Source: an optimization exercise on an open RTL-to-GDS flow (aim: small area). Production flows keep margins and buffers that such runs may drop.
RTL that was checked went through simulation tests only; none was proved equivalent to the original.
No activity file was given, so power comes from the tool's default toggle rates.

## fpga_top
module fpga_top (
    input wire WF_CLK, WF_BUTTON,
    input wire rst,  
    input bump0, bump1, bump2, bump3, bump4, bump5,
    input wire motorL_encdr, motorR_encdr,
    input wire ir_snsrch0, ir_snsrch1, ir_snsrch2, ir_snsrch3,
            ir_snsrch4, ir_snsrch5, ir_snsrch6, ir_snsrch7,
    output wire ir_drive0, ir_drive1, ir_drive2, ir_drive3,
            ir_drive4, ir_drive5, ir_drive6, ir_drive7,
    output wire ir_evenLED, ir_oddLED,
    output wire motorL_pwm, motorR_pwm,
    output wire motorL_en, motorR_en,
    output reg motorL_dir, motorR_dir,
    output reg WF_LED
    );
==> flow/config.mk <==
export PLATFORM = sky130hd
export DESIGN_NAME = fpga_top
export DESIGN_NICKNAME = fpga_top
export VERILOG_FILES = /design/flow/design.v
export SDC_FILE = /design/flow/constraint.sdc
export NUM_CORES = 4
export LEC_CHECK = 0
export CAP_MARGIN = 20
export CORE_MARGIN = 2
export CORE_UTILIZATION = 70
export CTS_BUF_LIST = sky130_fd_sc_hd__clkbuf_4
export PLACE_DENSITY = 0.8
export SLEW_MARGIN = 20
==> flow/constraint.sdc <==
create_clock -name core_clock -period 12.0 [get_ports {WF_CLK}]
set_input_delay 2.4000 -clock core_clock [delete_from_list [all_inputs] [get_ports {WF_CLK}]]
set_output_delay 2.4000 -clock core_clock [all_outputs]
set_load 0.01 [all_outputs]
run.sh (not shown) runs the stock make flow with config.mk's settings and CLKGATE_MAP_FILE= SYNTH_SCRIPT=/design/flow/synth_recipe.tcl, a recipe that flattens the netlist after the stock synthesis.
The first run did not get past 5_1_grt.
Next try:
--- a/flow/config.mk
+++ b/flow/config.mk
@@ -10,3 +10,2 @@
 export CORE_UTILIZATION = 70
-export CTS_BUF_LIST = sky130_fd_sc_hd__clkbuf_4
 export PLACE_DENSITY = 0.8
Result: The changed run failed in 5_1_grt (GRT-0232). Synthesized cell count stays the same. Synthesized area stays the same.
No run of this note included a check of the RTL's function; only the layout flow was run.

---

harbor:
Another version of the RTL of fpga_top (not shown whole).
For scale: ~36 I/O pins, about 25000 um2 of cells after synthesis.
clock: 12.0 ns
lec_check: 0
cap_margin: 20
core_margin: 2
core_utilization: 65
cts_buf_list: sky130_fd_sc_hd__clkbuf_16
cts_cluster_diameter: 120
cts_cluster_size: 24
gpl_timing_driven: 0
place_density: 0.75
slew_margin: 20
standard.sh (not shown) runs the stock make flow with config.mk's settings and CLKGATE_MAP_FILE= SYNTH_SCRIPT=/design/flow/synth_recipe.tcl, a recipe that flattens the netlist after the stock synthesis.
==> flow/flow/run.sh <==
#!/bin/bash
# Standard layout, except that the combinational logic of the standard
# synthesis is re-mapped by ABC for area (every register instance is kept
# with its name and cell type), ports get buf_1 buffers, and CTS inserts no
# dummy loads. Each tool's output goes to its own log file here.
set -euo pipefail
F=$(cd "$(dirname "${BASH_SOURCE[0]}")" && pwd)
R=orfs/results/$FLOW_PLATFORM/fpga_top/base
export BUFFER_PORTS_ARGS="-buffer_cell sky130_fd_sc_hd__buf_1"
export CTS_ARGS="-sink_clustering_enable -repair_clock_nets -sink_clustering_size 24 -sink_clustering_max_diameter 120 -buf_list sky130_fd_sc_hd__clkbuf_16 -dont_use_dummy_load"
bash standard.sh synth > synth.log 2>&1
cp "$R/1_2_yosys.v" "$R/1_2_yosys_standard.v"
LIB="$FLOW_HOME/platforms/sky130hd/lib/sky130_fd_sc_hd__tt_025C_1v80.lib" \
SRC_NETLIST="$R/1_2_yosys_standard.v" DST_NETLIST="$R/1_2_yosys.v" \
ABC_SCRIPT="$F/abc_area.script" ABC_D=9000 \
  yosys -c "$F/reabc.tcl" > reabc.log 2>&1
rm -f "$R/1_synth.odb" "$R/1_synth.sdc"
bash standard.sh > layout.log 2>&1
==> flow/flow/abc_area.script <==
strash
&get -n
&dch
&nf -R 1000
&put
topo
stime -c
buffer -c
upsize -c
dnsize -c
Other scripts of this flow, unchanged in this note and not shown: flow/flow/reabc.tcl
harbor: full flow OK, the timing, DRC and antenna checks passed
What violet does differently from harbor at the input level:
- CORE_UTILIZATION now 70, was 65
- CTS_BUF_LIST now sky130_fd_sc_hd__clkbuf_8, was sky130_fd_sc_hd__clkbuf_16
- PLACE_DENSITY now 0.8, was 0.75
- CTS_CLUSTER_DIAMETER now 100, was 120
- CTS_CLUSTER_SIZE now 16, was 24
diff --git a/flow/flow/run.sh b/flow/flow/run.sh
--- a/flow/flow/run.sh
+++ b/flow/flow/run.sh
@@ -8,5 +8,5 @@
 R=orfs/results/$FLOW_PLATFORM/fpga_top/base
 export BUFFER_PORTS_ARGS="-buffer_cell sky130_fd_sc_hd__buf_1"
-export CTS_ARGS="-sink_clustering_enable -repair_clock_nets -sink_clustering_size 24 -sink_clustering_max_diameter 120 -buf_list sky130_fd_sc_hd__clkbuf_16 -dont_use_dummy_load"
+export CTS_ARGS="-sink_clustering_enable -repair_clock_nets -sink_clustering_size 16 -sink_clustering_max_diameter 100 -buf_list sky130_fd_sc_hd__clkbuf_8 -dont_use_dummy_load"
 bash standard.sh synth > synth.log 2>&1
 cp "$R/1_2_yosys.v" "$R/1_2_yosys_standard.v"
==> flow/flow/abc_area.script <==
strash
&get -n
&dch
&nf -R 1000
&put
topo
upsize -c
dnsize -c
&get -n
&dch
&nf -R 1000
&put
topo
upsize -c
dnsize -c
&get -n
&dch
&nf -R 1000
&put
topo
upsize -c
dnsize -c
Findings:
harbor completed; timing, DRC and antenna clean. violet: no failed stages, no open violations at the end. Sequential cell fraction of total power: violet higher than harbor. Changes observed in violet relative to harbor: pin slew with the least headroom to its limit now sits at about the same level; fraction of met3 tracks used by global routing now sits at about the same level; initial detailed-routing violation count now sits lower. The switching power total number comes out higher for harbor vs violet.
diff inputs: violet => pepper
- swapping 16 for 24 in CTS_CLUSTER_SIZE
- swapping sky130_fd_sc_hd__clkbuf_8 for sky130_fd_sc_hd__clkbuf_16 in CTS_BUF_LIST
- swapping 70 for 65 in CORE_UTILIZATION
- swapping 100 for 120 in CTS_CLUSTER_DIAMETER
- swapping 0.8 for 0.75 in PLACE_DENSITY
diff --git a/flow/flow/run.sh b/flow/flow/run.sh
--- a/flow/flow/run.sh
+++ b/flow/flow/run.sh
@@ -8,5 +8,5 @@
 R=orfs/results/$FLOW_PLATFORM/fpga_top/base
 export BUFFER_PORTS_ARGS="-buffer_cell sky130_fd_sc_hd__buf_1"
-export CTS_ARGS="-sink_clustering_enable -repair_clock_nets -sink_clustering_size 16 -sink_clustering_max_diameter 100 -buf_list sky130_fd_sc_hd__clkbuf_8 -dont_use_dummy_load"
+export CTS_ARGS="-sink_clustering_enable -repair_clock_nets -sink_clustering_size 24 -sink_clustering_max_diameter 120 -buf_list sky130_fd_sc_hd__clkbuf_16 -dont_use_dummy_load"
 bash standard.sh synth > synth.log 2>&1
 cp "$R/1_2_yosys.v" "$R/1_2_yosys_standard.v"
Summary of pepper over violet: count of inverters other than clock inverters in the layout roughly the same; number of placement rows higher; final-stage net count lower.
## Diff of input files: raven against pepper
- changing CAP_MARGIN from 20 to 5
- changing SLEW_MARGIN from 20 to 5
- changing CTS_CLUSTER_SIZE from 24 to 28
- changing CTS_CLUSTER_DIAMETER from 120 to 130
diff --git a/flow/flow/run.sh b/flow/flow/run.sh
--- a/flow/flow/run.sh
+++ b/flow/flow/run.sh
@@ -8,5 +8,5 @@
 R=orfs/results/$FLOW_PLATFORM/fpga_top/base
 export BUFFER_PORTS_ARGS="-buffer_cell sky130_fd_sc_hd__buf_1"
-export CTS_ARGS="-sink_clustering_enable -repair_clock_nets -sink_clustering_size 24 -sink_clustering_max_diameter 120 -buf_list sky130_fd_sc_hd__clkbuf_16 -dont_use_dummy_load"
+export CTS_ARGS="-sink_clustering_enable -repair_clock_nets -sink_clustering_size 28 -sink_clustering_max_diameter 130 -buf_list sky130_fd_sc_hd__clkbuf_16 -dont_use_dummy_load"
 bash standard.sh synth > synth.log 2>&1
 cp "$R/1_2_yosys.v" "$R/1_2_yosys_standard.v"
diff --git a/flow/flow/abc_area.script b/flow/flow/abc_area.script
--- a/flow/flow/abc_area.script
+++ b/flow/flow/abc_area.script
@@ -21,2 +21,9 @@
 upsize -c
 dnsize -c
+&get -n
+&dch
+&nf -R 1000
+&put
+topo
+upsize -c
+dnsize -c
raven ran to completion and came out clean on the timing, DRC and antenna checks. Every stage of the flow completed for pepper, and the final layout passed the timing, DRC and antenna checks. raven leaves less setup margin than pepper. From pepper to raven the numbers moved as follows: post-layout utilization of the core now larger; non-clock buffer count now larger. Summary of the comparison: final worst-path cycle share is higher in raven, relative to pepper. In the reports for raven and pepper, the larger net count after synthesis belongs to raven. Relative to pepper, the final area measured on raven has increased slightly. pepper → raven: time the final worst path needs with I/O delays and setup increased 0.10 ns; count of vias placed by the detailed router increased 678; wire length increased about 6%; synthesized area decreased about 0.46%. pepper -> raven: sum of met2 wire segment lengths after detailed routing increased by a little under 10%.
Setup changes, raven to maple
- swapping 130 for 120 in CTS_CLUSTER_DIAMETER
- swapping 28 for 24 in CTS_CLUSTER_SIZE
diff --git a/flow/flow/run.sh b/flow/flow/run.sh
--- a/flow/flow/run.sh
+++ b/flow/flow/run.sh
@@ -8,5 +8,5 @@
 R=orfs/results/$FLOW_PLATFORM/fpga_top/base
 export BUFFER_PORTS_ARGS="-buffer_cell sky130_fd_sc_hd__buf_1"
-export CTS_ARGS="-sink_clustering_enable -repair_clock_nets -sink_clustering_size 28 -sink_clustering_max_diameter 130 -buf_list sky130_fd_sc_hd__clkbuf_16 -dont_use_dummy_load"
+export CTS_ARGS="-sink_clustering_enable -repair_clock_nets -sink_clustering_size 24 -sink_clustering_max_diameter 120 -buf_list sky130_fd_sc_hd__clkbuf_16 -dont_use_dummy_load"
 bash standard.sh synth > synth.log 2>&1
 cp "$R/1_2_yosys.v" "$R/1_2_yosys_standard.v"
==> flow/flow/abc_area.script <==
strash
&get -n
&dch
&nf -R 1000
&put
topo
upsize -c
dnsize -c
&get -n
&dch
&nf -R 1000
&put
topo
upsize -c
dnsize -c
&get -n
&dch
&nf -R 1000
&put
topo
upsize -c
dnsize -c
==> comparison <==
- Having completed the whole flow, maple delivered a layout that passed the timing, DRC and antenna checks.
- STATUS register-to-register slack: maple wins against raven
- Looking at number of buffers inserted to repair setup after CTS across maple and raven, the one that comes out lower is maple.
- Comparing maple and raven, the higher ratio of cells with drive above 1 in the final layout was measured on raven.
- Compared to raven, the routing of maple uses less wire.

## port drivers added, routing unchanged
The flow's constraints put no driver on any port. The routed layouts listed below were extracted and timed again, unchanged, in two steps.
Step 1 (the two cells are an assumption about what drives the block):
set clk [get_ports {WF_CLK}]
set_driving_cell -lib_cell sky130_fd_sc_hd__clkbuf_16 $clk
set_driving_cell -lib_cell sky130_fd_sc_hd__buf_2 [delete_from_list [all_inputs] $clk]
Step 2 times the ports against the registers' clock, not the clock port: input delays grow and output delays shrink by t, the midpoint of the rising clock arrivals with the driver on.
a / b / c = ideal / step 1 / step 2; a / b = the first two.
run	t (ns)	slack for setup (ns)	worst setup path after step 2	slew at the worst register clock pin (ns)
harbor	0.627	0.563 / 0.507 / 1.134	register to output	0.10 / 0.10
violet	0.633	0.638 / 0.591 / 0.794	register to register	0.11 / 0.11
pepper	0.618	0.704 / 0.646 / 0.870	register to register	0.10 / 0.10
raven	0.592	0.602 / 0.602 / 0.602	register to register	0.11 / 0.11
maple	0.618	0.654 / 0.597 / 0.845	register to register	0.10 / 0.10
After both steps setup and hold are still met in every run listed.
